From an optimization exercise on the open Yosys and OpenROAD flow, aimed at small area and a short achievable clock period; shortcuts taken in it are not production practice.
The RTL was checked by simulation tests, not by an equivalence proof against the original design.
Power and IR drop assume default switching activity.

==> flow/design.v (excerpt) <==
module mul16(
    input clk,
    input logic[15:0] a,
    input logic[15:0] b,
    output logic[31:0] r
);
Settings: LEC_CHECK=0, CAP_MARGIN=20, CORE_MARGIN=2, CORE_UTILIZATION=40, SETUP_SLACK_MARGIN=2.0, SLEW_MARGIN=20, SYNTH_HIERARCHICAL=1, SYNTH_MINIMUM_KEEP_SIZE=0; clock period 5.5 ns.
run.sh (not shown) runs the stock make flow with config.mk's settings and CLKGATE_MAP_FILE= SYNTH_SCRIPT=/design/flow/synth_recipe.tcl, a recipe that flattens the netlist after the stock synthesis.
==> next run, changes <==
SETUP_SLACK_MARGIN = 2.6   (was 2.0)
Outcome: Global-route usage rises by 1.5 points; die area stays the same; core utilization rises by 7.0 points; total power rises by roughly a tenth; sequential share of layout area falls by 3.0 points; maximum frequency stays flat; clock skew barely changes; critical path depth rises by 8; non-clock buffer count rises by 48; wire length rises by roughly a tenth.

---

## run 1
Another version of the RTL of mul16 (not shown whole).
Size: roughly 800 cells after synthesis.
clock: 5.5 ns
lec_check: 0
cap_margin: 20
core_margin: 2
core_utilization: 40
setup_slack_margin: 2.0
slew_margin: 20
synth_hierarchical: 1
synth_minimum_keep_size: 0
standard.sh (not shown) runs the stock make flow with config.mk's settings and CLKGATE_MAP_FILE= SYNTH_SCRIPT=/design/flow/synth_recipe.tcl, a recipe that flattens the netlist after the stock synthesis.
==> flow/flow/run.sh <==
#!/bin/bash
# The standard layout (the standard.sh, standard synthesis unchanged), except that
# the port buffers are sky130_fd_sc_hd__buf_2 cells instead of the resizer's default pick
# (a clkdlybuf4s50_1 delay cell). Every input and output port still gets its buffer.
set -uo pipefail
export BUFFER_PORTS_ARGS="-buffer_cell sky130_fd_sc_hd__buf_2"
bash standard.sh > standard.log 2>&1
Inputs modified between run 1 and run 2:
--- a/flow/config.mk
+++ b/flow/config.mk
@@ -8,5 +8,7 @@
 export CAP_MARGIN = 20
 export CORE_MARGIN = 2
-export CORE_UTILIZATION = 40
+export CORE_UTILIZATION = 60
+export CTS_BUF_LIST = sky130_fd_sc_hd__clkbuf_8
+export CTS_CLUSTER_SIZE = 12
 export SETUP_SLACK_MARGIN = 2.0
 export SLEW_MARGIN = 20
==> comparison <==
Run 2: PASS, flow complete, no timing, DRC or antenna violations. The area occupied by multi-input gates of run 1 and that of run 2 are within noise of each other. Summary of run 2 over run 1: vias per cell now larger; total power of the final layout now smaller. Layout overhead on the synthesized area on run 2 is down relative to run 1. Diff run 1 and run 2: global-route usage lower in run 1.
--- input diff run 2..run 3 ---
==> flow/flow/run.sh <==
#!/bin/bash
# The standard layout (the standard.sh, standard synthesis unchanged), except that
# the port buffers are sky130_fd_sc_hd__buf_1 cells instead of the resizer's default pick
# (a clkdlybuf4s50_1 delay cell). Every input and output port still gets its buffer.
set -uo pipefail
export BUFFER_PORTS_ARGS="-buffer_cell sky130_fd_sc_hd__buf_1"
bash standard.sh > standard.log 2>&1
--- a/flow/config.mk
+++ b/flow/config.mk
@@ -8,7 +8,5 @@
 export CAP_MARGIN = 20
 export CORE_MARGIN = 2
-export CORE_UTILIZATION = 60
-export CTS_BUF_LIST = sky130_fd_sc_hd__clkbuf_8
-export CTS_CLUSTER_SIZE = 12
+export CORE_UTILIZATION = 40
 export SETUP_SLACK_MARGIN = 2.0
 export SLEW_MARGIN = 20
### Flow results
The part of the cycle the worst path needs in run 3 sits 1.7 points above the value recorded for run 2. Placeable core region, run 3 vs run 2: up by more than half. For run 3, the capturing element of the worst setup path was q[31]$_DFF_P_, unlike run 2, where it was r[28]$_DFF_P_. Run 2 → run 3: global-route wire length before repair dropped about 0.8%, total of fill cells in the finished design now larger, die area grew by 0.0075 mm^2. Summary of the comparison: met3 usage in global routing is lower in run 3, relative to run 2. Diff run 2 -> run 3: layout-stage area growth over the synthesis result +3.0 points, max-slew violation count ~0 delta, detail-routed via count per cell -0.65, combinational fraction of design power -1.0 points.
Modified inputs, run 4 compared to run 3
==> flow/flow/run.sh <==
#!/bin/bash
# The standard layout (the standard.sh, standard synthesis unchanged), except that
# the port buffers are sky130_fd_sc_hd__buf_2 cells instead of the resizer's default pick
# (a clkdlybuf4s50_1 delay cell). Every input and output port still gets its buffer.
set -uo pipefail
export BUFFER_PORTS_ARGS="-buffer_cell sky130_fd_sc_hd__buf_2"
bash standard.sh > standard.log 2>&1
--- a/flow/config.mk
+++ b/flow/config.mk
@@ -9,4 +9,6 @@
 export CORE_MARGIN = 2
 export CORE_UTILIZATION = 40
+export CTS_BUF_LIST = sky130_fd_sc_hd__clkbuf_8
+export CTS_CLUSTER_SIZE = 8
 export SETUP_SLACK_MARGIN = 2.0
 export SLEW_MARGIN = 20
==> comparison <==
The lower final-layout clock-cell area share of run 3 and run 4 is in run 4. Run 4 improves on run 3 in minimum setup slack in the final design. For the required time of the critical path, run 4 came in 20 ps lower than run 3 did. Of run 4 and run 3, it is run 4 that has the lower area growth from synthesis to layout. Delta (run 4 minus run 3): global-route usage shows an increase of 0.32 points; worst-case register-to-register setup slack shows an increase of 30 ps.

---

Another version of the RTL of mul16 (not shown whole).
Size: about 65 I/O pins.
==> flow/config.mk <==
export PLATFORM = sky130hd
export DESIGN_NAME = mul16
export DESIGN_NICKNAME = mul16
export VERILOG_FILES = /design/flow/design.v
export SDC_FILE = /design/flow/constraint.sdc
export NUM_CORES = 4
export LEC_CHECK = 0
export CAP_MARGIN = 20
export CORE_MARGIN = 2
export CORE_UTILIZATION = 30
export CTS_BUF_LIST = sky130_fd_sc_hd__clkbuf_8
export CTS_CLUSTER_SIZE = 12
export SETUP_SLACK_MARGIN = 2.0
export SLEW_MARGIN = 20
export SYNTH_HIERARCHICAL = 1
export SYNTH_MINIMUM_KEEP_SIZE = 0
==> flow/constraint.sdc <==
create_clock -name core_clock -period 5.5 [get_ports {clk}]
set_input_delay 1.1000 -clock core_clock [delete_from_list [all_inputs] [get_ports {clk}]]
set_output_delay 1.1000 -clock core_clock [all_outputs]
set_load 0.01 [all_outputs]
==> flow/flow/run.sh <==
#!/bin/bash
set -uo pipefail
here=$(pwd)
export BUFFER_PORTS_ARGS="-buffer_cell sky130_fd_sc_hd__buf_4"
export PRE_RESIZE_TCL="$here/flow/outbuf.tcl"
bash standard.sh > standard.log 2>&1
==> flow/flow/outbuf.tcl <==
# Sourced by ORFS's resize.tcl before repair_design: the buffer that buffer_ports put on
# each output port becomes a sky130_fd_sc_hd__buf_1.
set n 0
foreach port [get_ports -filter "direction==output"] {
  set net [get_nets [get_full_name $port]]
  foreach pin [get_pins -of_objects $net -filter "direction==output"] {
    set inst [get_cells -of_objects $pin]
    if {[get_property $inst ref_name] eq "sky130_fd_sc_hd__buf_4"} {
      replace_cell $inst sky130_fd_sc_hd__buf_1
      incr n
    }
  }
}
puts "outbuf.tcl: $n output buffers made buf_1"
The first run completed with no timing, DRC or antenna violations.
Change:
CORE_UTILIZATION = 35   (was 30)
Result: Final area goes down by 0.83%. Via count goes down by 0.57%. Critical path depth stays the same.
Change:
PLACE_DENSITY = 0.5   (was unset)
=>
- count of clock-buffer cells in the layout stays the same
- power falls by 1.2%
- setup slack degrades by 0.041 ns
- final area stays flat
- cell count hardly moves
- sequential power is about the same
- non-clock buffer count does not change
Change:
PLACE_DENSITY = unset   (was 0.5)
SETUP_SLACK_MARGIN = 1.0   (was 2.0)
Effect: Sequential power barely changes. Clock power goes up by 19%. Wire length goes down by 3.7%. Setup slack is worse by 0.24 ns. Global-route usage goes down by 0.63 points. Final area goes down by about 0.4%. Total power goes up by about 1.3%. Count of clock-buffer cells in the layout goes up by 1. Sequential share of layout area hardly moves. Critical path depth does not change. Worst hold slack is about the same.

-- port drivers added, routing unchanged --
The flow's constraints put no driver on any port. The routed layouts listed below were extracted and timed again, unchanged, in two steps. Step 1 (the two cells are an assumption about what drives the block):
set clk [get_ports {clk}]
set_driving_cell -lib_cell sky130_fd_sc_hd__clkbuf_16 $clk
set_driving_cell -lib_cell sky130_fd_sc_hd__buf_2 [delete_from_list [all_inputs] $clk]
Step 2 moves the port delays by t, midway between the first and last clock arrival at a register: inputs arrive t later, outputs are due t later. That takes back most of the time a late clock gives input paths. Three values: ideal, step 1, step 2; two values: the first two.
run | t (ns) | setup WS [ns] | cell pins on the clock port's net
the first run of note 1 | 0.400 | 2.037 / 2.048 / 1.662 | 1
the second run of note 1 | 0.407 | 2.043 / 2.043 / 1.990 | 1
run 1 | 0.407 | 2.147 / 2.147 / 1.740 | 1
run 2 | 0.435 | 2.161 / 2.161 / 1.752 | 1
run 3 | 0.395 | 2.065 / 2.070 / 1.675 | 1
run 4 | 0.434 | 2.185 / 2.168 / 1.734 | 1
the first run of note 3 | 0.426 | 2.217 / 2.216 / 1.790 | 1
the second run of note 3 | 0.430 | 2.260 / 2.269 / 1.839 | 1
the third run of note 3 | 0.425 | 2.219 / 2.233 / 1.808 | 1
the fourth run of note 3 | 0.421 | 1.981 / 1.983 / 1.562 | 1
After both steps setup and hold are still met in every run listed. For run 4, which loses most, drivers alone change the setup slack by -0.017 ns; drivers and shift together by -0.451 ns.
